Context: an optimization exercise on an open-source flow, tuned for small area and a short achievable clock period. The choices shown serve that exercise and are no tape-out recipe. The RTL was checked by simulation tests, not by an equivalence proof against the original design. The clock port is modelled as an ideal driver, which makes a skipped or thinned clock tree look cheaper than it is; a real chip needs a root buffer or a tree.

// int8_mac_tree
module int8_mac_tree (
    input clk,  
    input reset,  
    input signed [7:0] in0,
    input signed [7:0] in1,
    input signed [7:0] in2,
    input signed [7:0] in3,
    input signed [7:0] in4,
    input signed [7:0] in5,
    input signed [7:0] in6,
    input signed [7:0] in7,
    input signed [7:0] in8,
    input signed [7:0] in9,
    input signed [7:0] in10,
    input signed [7:0] in11,
    input signed [7:0] in12,
    input signed [7:0] in13,
    input signed [7:0] in14,
    input signed [7:0] in15,
    output signed [31:0] out,
    output reg signed [15:0] prod0, prod1, prod2, prod3, prod4, prod5, prod6, prod7,
    output signed [17:0] sum_level2_0, sum_level2_1
);
    wire signed [15:0] p0, p1, p2, p3, p4, p5, p6, p7;
    multiplier_8bit mul0 (.A(in0),  .B(in1),  .P(p0));
    multiplier_8bit mul1 (.A(in2),  .B(in3),  .P(p1));
    multiplier_8bit mul2 (.A(in4),  .B(in5),  .P(p2));
    multiplier_8bit mul3 (.A(in6),  .B(in7),  .P(p3));
    multiplier_8bit mul4 (.A(in8),  .B(in9),  .P(p4));
    multiplier_8bit mul5 (.A(in10), .B(in11), .P(p5));
    multiplier_8bit mul6 (.A(in12), .B(in13), .P(p6));
    multiplier_8bit mul7 (.A(in14), .B(in15), .P(p7));
    always @(posedge clk or posedge reset) begin
        if (reset) begin
            prod0 <= 16'h0; prod1 <= 16'h0; prod2 <= 16'h0; prod3 <= 16'h0;
            prod4 <= 16'h0; prod5 <= 16'h0; prod6 <= 16'h0; prod7 <= 16'h0;
        end else begin
            prod0 <= p0; prod1 <= p1; prod2 <= p2; prod3 <= p3;
            prod4 <= p4; prod5 <= p5; prod6 <= p6; prod7 <= p7;
        end
    end
    adder_16bit sum0 (.A(prod0), .B(prod1), .C(prod2), .D(prod3), .S(sum_level2_0));
    adder_16bit sum1 (.A(prod4), .B(prod5), .C(prod6), .D(prod7), .S(sum_level2_1));
    reg signed [18:0] out_r;
    wire signed [18:0] out_sum;
    adder_18bit add_final (.A(sum_level2_0), .B(sum_level2_1), .S(out_sum));
    always @(posedge clk or posedge reset) begin
        if (reset)
            out_r <= 19'h0;
        else
            out_r <= out_sum;
    end
  ...
Size in the first run: ~150 flip-flops, ~330 I/O pins, ~21000 sq um of cells after synthesis.
Settings: LEC_CHECK=0, CAP_MARGIN=20, CORE_MARGIN=2, CORE_UTILIZATION=65, SLEW_MARGIN=20, SYNTH_HIERARCHICAL=1, SYNTH_MINIMUM_KEEP_SIZE=0; clock period 12.0 ns.
standard.sh (not shown) runs the stock make flow with config.mk's settings and CLKGATE_MAP_FILE= SYNTH_SCRIPT=/design/flow/synth_recipe.tcl, a recipe that flattens the netlist after the stock synthesis.
==> flow/flow/run.sh <==
#!/bin/bash
# Standard layout, with the port buffers made from a plain buffer cell
# instead of the delay buffer buffer_ports picks on its own, and timing
# repair aiming at a setup slack of 6.0 ns.
set -euo pipefail
export BUFFER_PORTS_ARGS="-buffer_cell sky130_fd_sc_hd__buf_1"
bash standard.sh SETUP_SLACK_MARGIN=6.0 finish > standard.log 2>&1
The starting point completed with no timing, DRC or antenna violations.
Rerun with:
Settings changed: CORE_UTILIZATION 65 to 72.
=>
- The new run finished clean
- non-clock buffer count fell by 4
- cell count fell by 2.6%
- utilization rose by 7.8 points
Rerun with:
==> flow/flow/run.sh (replaced) <==
#!/bin/bash
# Standard layout, with the port buffers made from a plain buffer cell
# instead of the delay buffer buffer_ports picks on its own, and timing
# repair aiming at a setup slack of 6.1 ns.
set -euo pipefail
export BUFFER_PORTS_ARGS="-buffer_cell sky130_fd_sc_hd__buf_1"
bash standard.sh SETUP_SLACK_MARGIN=6.1 finish > standard.log 2>&1
Settings changed: CORE_UTILIZATION 72 to 65.
After rerunning:
- The changed run ran to the end with no violations
- clock-buffer cell count grows by 2
- fmax grows by 0.56%
- final area grows by about 2.2%
- final cell count grows by 3.0%
Rerun with:
==> flow/flow/run.sh (replaced) <==
#!/bin/bash
# Standard layout, with the port buffers made from a plain buffer cell
# instead of the delay buffer buffer_ports picks on its own, and timing
# repair aiming at a setup slack of 5.9 ns.
set -euo pipefail
export BUFFER_PORTS_ARGS="-buffer_cell sky130_fd_sc_hd__buf_1"
bash standard.sh SETUP_SLACK_MARGIN=5.9 finish > standard.log 2>&1
Result: The changed run ran to the end with no violations. Final cell count falls by 0.61%. Core utilization decreases by 1.4 points.

## run A
Another version of the RTL of int8_mac_tree (not shown whole).
Size in the first run: roughly 1900 cells after synthesis.
Settings: LEC_CHECK=0, CAP_MARGIN=20, CORE_MARGIN=2, CORE_UTILIZATION=80, SLEW_MARGIN=20, SYNTH_HIERARCHICAL=1, SYNTH_MINIMUM_KEEP_SIZE=0; clock period 12.0 ns.
==> flow/flow/run.sh <==
#!/bin/bash
# Standard layout, with the port buffers made from a plain buffer cell
# instead of the delay buffer buffer_ports picks on its own, and timing
# repair aiming at a setup slack of 6.0 ns.
set -euo pipefail
export BUFFER_PORTS_ARGS="-buffer_cell sky130_fd_sc_hd__buf_1"
bash standard.sh SETUP_SLACK_MARGIN=6.0 finish > standard.log 2>&1
Run A reached the end of the flow, and the finished layout is clean on the timing, DRC and antenna checks.
Edits applied to the flow inputs when going from run A to run B:
# run A
export LEC_CHECK = 0
export CAP_MARGIN = 20
export CORE_MARGIN = 2
export CORE_UTILIZATION = 80
export SLEW_MARGIN = 20
export SYNTH_HIERARCHICAL = 1
export SYNTH_MINIMUM_KEEP_SIZE = 0
create_clock -name core_clock -period 12.0 [get_ports {clk}]
# run B
export LEC_CHECK = 0
export CAP_MARGIN = 20
export CORE_MARGIN = 2
export CORE_UTILIZATION = 72
export SLEW_MARGIN = 20
export SYNTH_HIERARCHICAL = 1
export SYNTH_MINIMUM_KEEP_SIZE = 0
create_clock -name core_clock -period 12.0 [get_ports {clk}]
### Flow results
Run B gives more measured slew at the worst slew-check pin than run A did.
## Diff of input files: run C against run B
# run B
export LEC_CHECK = 0
export CAP_MARGIN = 20
export CORE_MARGIN = 2
export CORE_UTILIZATION = 72
export SLEW_MARGIN = 20
export SYNTH_HIERARCHICAL = 1
export SYNTH_MINIMUM_KEEP_SIZE = 0
create_clock -name core_clock -period 12.0 [get_ports {clk}]
# run C
export LEC_CHECK = 0
export CAP_MARGIN = 20
export CORE_MARGIN = 2
export CORE_UTILIZATION = 65
export SLEW_MARGIN = 20
export SYNTH_HIERARCHICAL = 1
export SYNTH_MINIMUM_KEEP_SIZE = 0
create_clock -name core_clock -period 12.0 [get_ports {clk}]
### Flow results
Run B vs run C, capture point of the worst path: sum_level2_1[13] vs sum_level2_0[16]. There was hardly any difference in fraction of the cycle the final worst path needs between run B and run C. Looking at run C and run B, the register bit total from synthesis is a wash. Taking run B as the reference, in run C first-iteration DRC count decreased by 18% relative to the old numbers. Compared run C vs run B, and setup slack is down in run C.
Modified inputs, run D compared to run C
# run C
export LEC_CHECK = 0
export CAP_MARGIN = 20
export CORE_MARGIN = 2
export CORE_UTILIZATION = 65
export SLEW_MARGIN = 20
export SYNTH_HIERARCHICAL = 1
export SYNTH_MINIMUM_KEEP_SIZE = 0
create_clock -name core_clock -period 12.0 [get_ports {clk}]
# run D
export LEC_CHECK = 0
export CAP_MARGIN = 20
export CORE_MARGIN = 2
export CORE_UTILIZATION = 72
export CTS_CLUSTER_DIAMETER = 100
export CTS_CLUSTER_SIZE = 30
export SLEW_MARGIN = 20
export SYNTH_HIERARCHICAL = 1
export SYNTH_MINIMUM_KEEP_SIZE = 0
create_clock -name core_clock -period 12.0 [get_ports {clk}]
--- outcome ---
- Run D | stages: all done | timing, DRC, antenna: all pass
- Vias: run D more than run C
- Summary — tightest slew margin relative to the limit, run D relative to run C: lower, by 3.8 points.
- In the final design statistics, run D uses fewer standard cells in total than run C.
- Final clock period utilization by the worst path across run D and run C: no real change.
- On maximum frequency, run D and run C are neck and neck.
- Of run D and run C, the run reporting the higher area growth from synthesis to final layout was run C.
--- input diff run D..run E ---
# run D
export LEC_CHECK = 0
export CAP_MARGIN = 20
export CORE_MARGIN = 2
export CORE_UTILIZATION = 72
export CTS_CLUSTER_DIAMETER = 100
export CTS_CLUSTER_SIZE = 30
export SLEW_MARGIN = 20
export SYNTH_HIERARCHICAL = 1
export SYNTH_MINIMUM_KEEP_SIZE = 0
create_clock -name core_clock -period 12.0 [get_ports {clk}]
# run E
export LEC_CHECK = 0
export CAP_MARGIN = 20
export CORE_MARGIN = 2
export CORE_UTILIZATION = 72
export CTS_CLUSTER_DIAMETER = 100
export CTS_CLUSTER_SIZE = 50
export SLEW_MARGIN = 20
export SYNTH_HIERARCHICAL = 1
export SYNTH_MINIMUM_KEEP_SIZE = 0
create_clock -name core_clock -period 12.0 [get_ports {clk}]
==> comparison <==
- Worst setup slack after placement: run E vs run D, no meaningful difference
- As far as first-iteration DRC count goes, run E and run D are indistinguishable; the numbers are identical.
- Run D → run E: die footprint barely changed, sequential share of layout area stayed essentially flat.

== old ==
Starting RTL as in the previous note.
==> flow/config.mk <==
export PLATFORM = sky130hd
export DESIGN_NAME = int8_mac_tree
export DESIGN_NICKNAME = int8_mac_tree
export VERILOG_FILES = /design/flow/design.v
export SDC_FILE = /design/flow/constraint.sdc
export NUM_CORES = 4
export LEC_CHECK = 0
export CAP_MARGIN = 20
export CORE_MARGIN = 2
export CORE_UTILIZATION = 72
export SLEW_MARGIN = 20
export SYNTH_HIERARCHICAL = 1
export SYNTH_MINIMUM_KEEP_SIZE = 0
==> flow/constraint.sdc <==
create_clock -name core_clock -period 12.0 [get_ports {clk}]
set_input_delay 2.4000 -clock core_clock [delete_from_list [all_inputs] [get_ports {clk}]]
set_output_delay 2.4000 -clock core_clock [all_outputs]
set_load 0.01 [all_outputs]
==> flow/flow/run.sh <==
#!/bin/bash
# Standard layout with three changes:
# - the port buffers are made from a plain buffer cell instead of the delay
#   buffer buffer_ports picks on its own;
# - timing repair aims at a setup slack of 6.1 ns;
# - after CTS, flow/mycts.tcl rebuilds the clock tree with two levels of
#   clkbuf_16 (the clock port drives four of them), see that file.
set -euo pipefail
export BUFFER_PORTS_ARGS="-buffer_cell sky130_fd_sc_hd__buf_1"
export POST_CTS_TCL="$PWD/flow/mycts.tcl"
bash standard.sh SETUP_SLACK_MARGIN=6.1 finish > standard.log 2>&1
Other scripts of this flow, unchanged in this note and not shown: flow/flow/mycts.tcl
Edits applied to the flow inputs when going from old to new:
diff --git a/flow/flow/run.sh b/flow/flow/run.sh
--- a/flow/flow/run.sh
+++ b/flow/flow/run.sh
@@ -5 +5 @@
-# - timing repair aims at a setup slack of 6.1 ns;
+# - timing repair aims at a setup slack of 6.0 ns;
@@ -11 +11 @@
-bash standard.sh SETUP_SLACK_MARGIN=6.1 finish > standard.log 2>&1
+bash standard.sh SETUP_SLACK_MARGIN=6.0 finish > standard.log 2>&1
The final layouts of new and old pass the timing, DRC and antenna checks. Sequential share of layout area: new vs old — no meaningful difference. In the tables for new and old, final critical-path setup slack reads higher with old. new gives less core utilization than old did. [compare] base=old new=new: number of filler instances in the final layout now sits higher; number of cells in the finished layout apart from fillers now sits lower.
In every run of this note, the design's own scripts or RTL, not TritonCTS, make the clock network.

separate check: timing with driven ports:
How much do the figures lean on ideal ports? The routed layouts below were timed once more, with nothing changed but the port constraints.
Step 1, drivers: a clkbuf_16 drives clk and a buf_2 each remaining input, both assumed.
Step 2 also shifts input and output timing later by t, the mid clock arrival at the registers, as if the neighbouring blocks saw the same clock.
a / b / c = ideal ports / drivers / drivers and shift; a / b = the first two.
run | t (ns) | slack for setup (ns) | latest minus earliest clock arrival (ns)
the first run of note 1 | 0.473 | 6.096 / 6.049 / 5.723 | 0.012 / 0.012
the second run of note 1 | 0.474 | 6.089 / 6.039 / 5.758 | 0.015 / 0.015
the third run of note 1 | 0.478 | 6.122 / 6.069 / 5.779 | 0.016 / 0.016
the fourth run of note 1 | 0.472 | 6.019 / 5.971 / 5.753 | 0.012 / 0.012
run A | 0.490 | 5.950 / 5.962 / 5.472 | 0.017 / 0.016
run B | 0.480 | 6.071 / 6.017 / 5.739 | 0.012 / 0.012
run C | 0.486 | 6.060 / 6.008 / 5.739 | 0.021 / 0.021
run D | 0.480 | 6.071 / 6.017 / 5.739 | 0.012 / 0.012
run E | 0.480 | 6.071 / 6.017 / 5.739 | 0.012 / 0.012
old | 0.383 | 6.196 / 6.114 / 5.886 | 0.025 / 0.025
new | 0.386 | 6.080 / 6.033 / 5.773 | 0.022 / 0.022
After both steps setup and hold are still met in every run listed. The setup slack of run A, which loses most, moves by +0.012 ns with the drivers and by -0.478 ns with both steps.
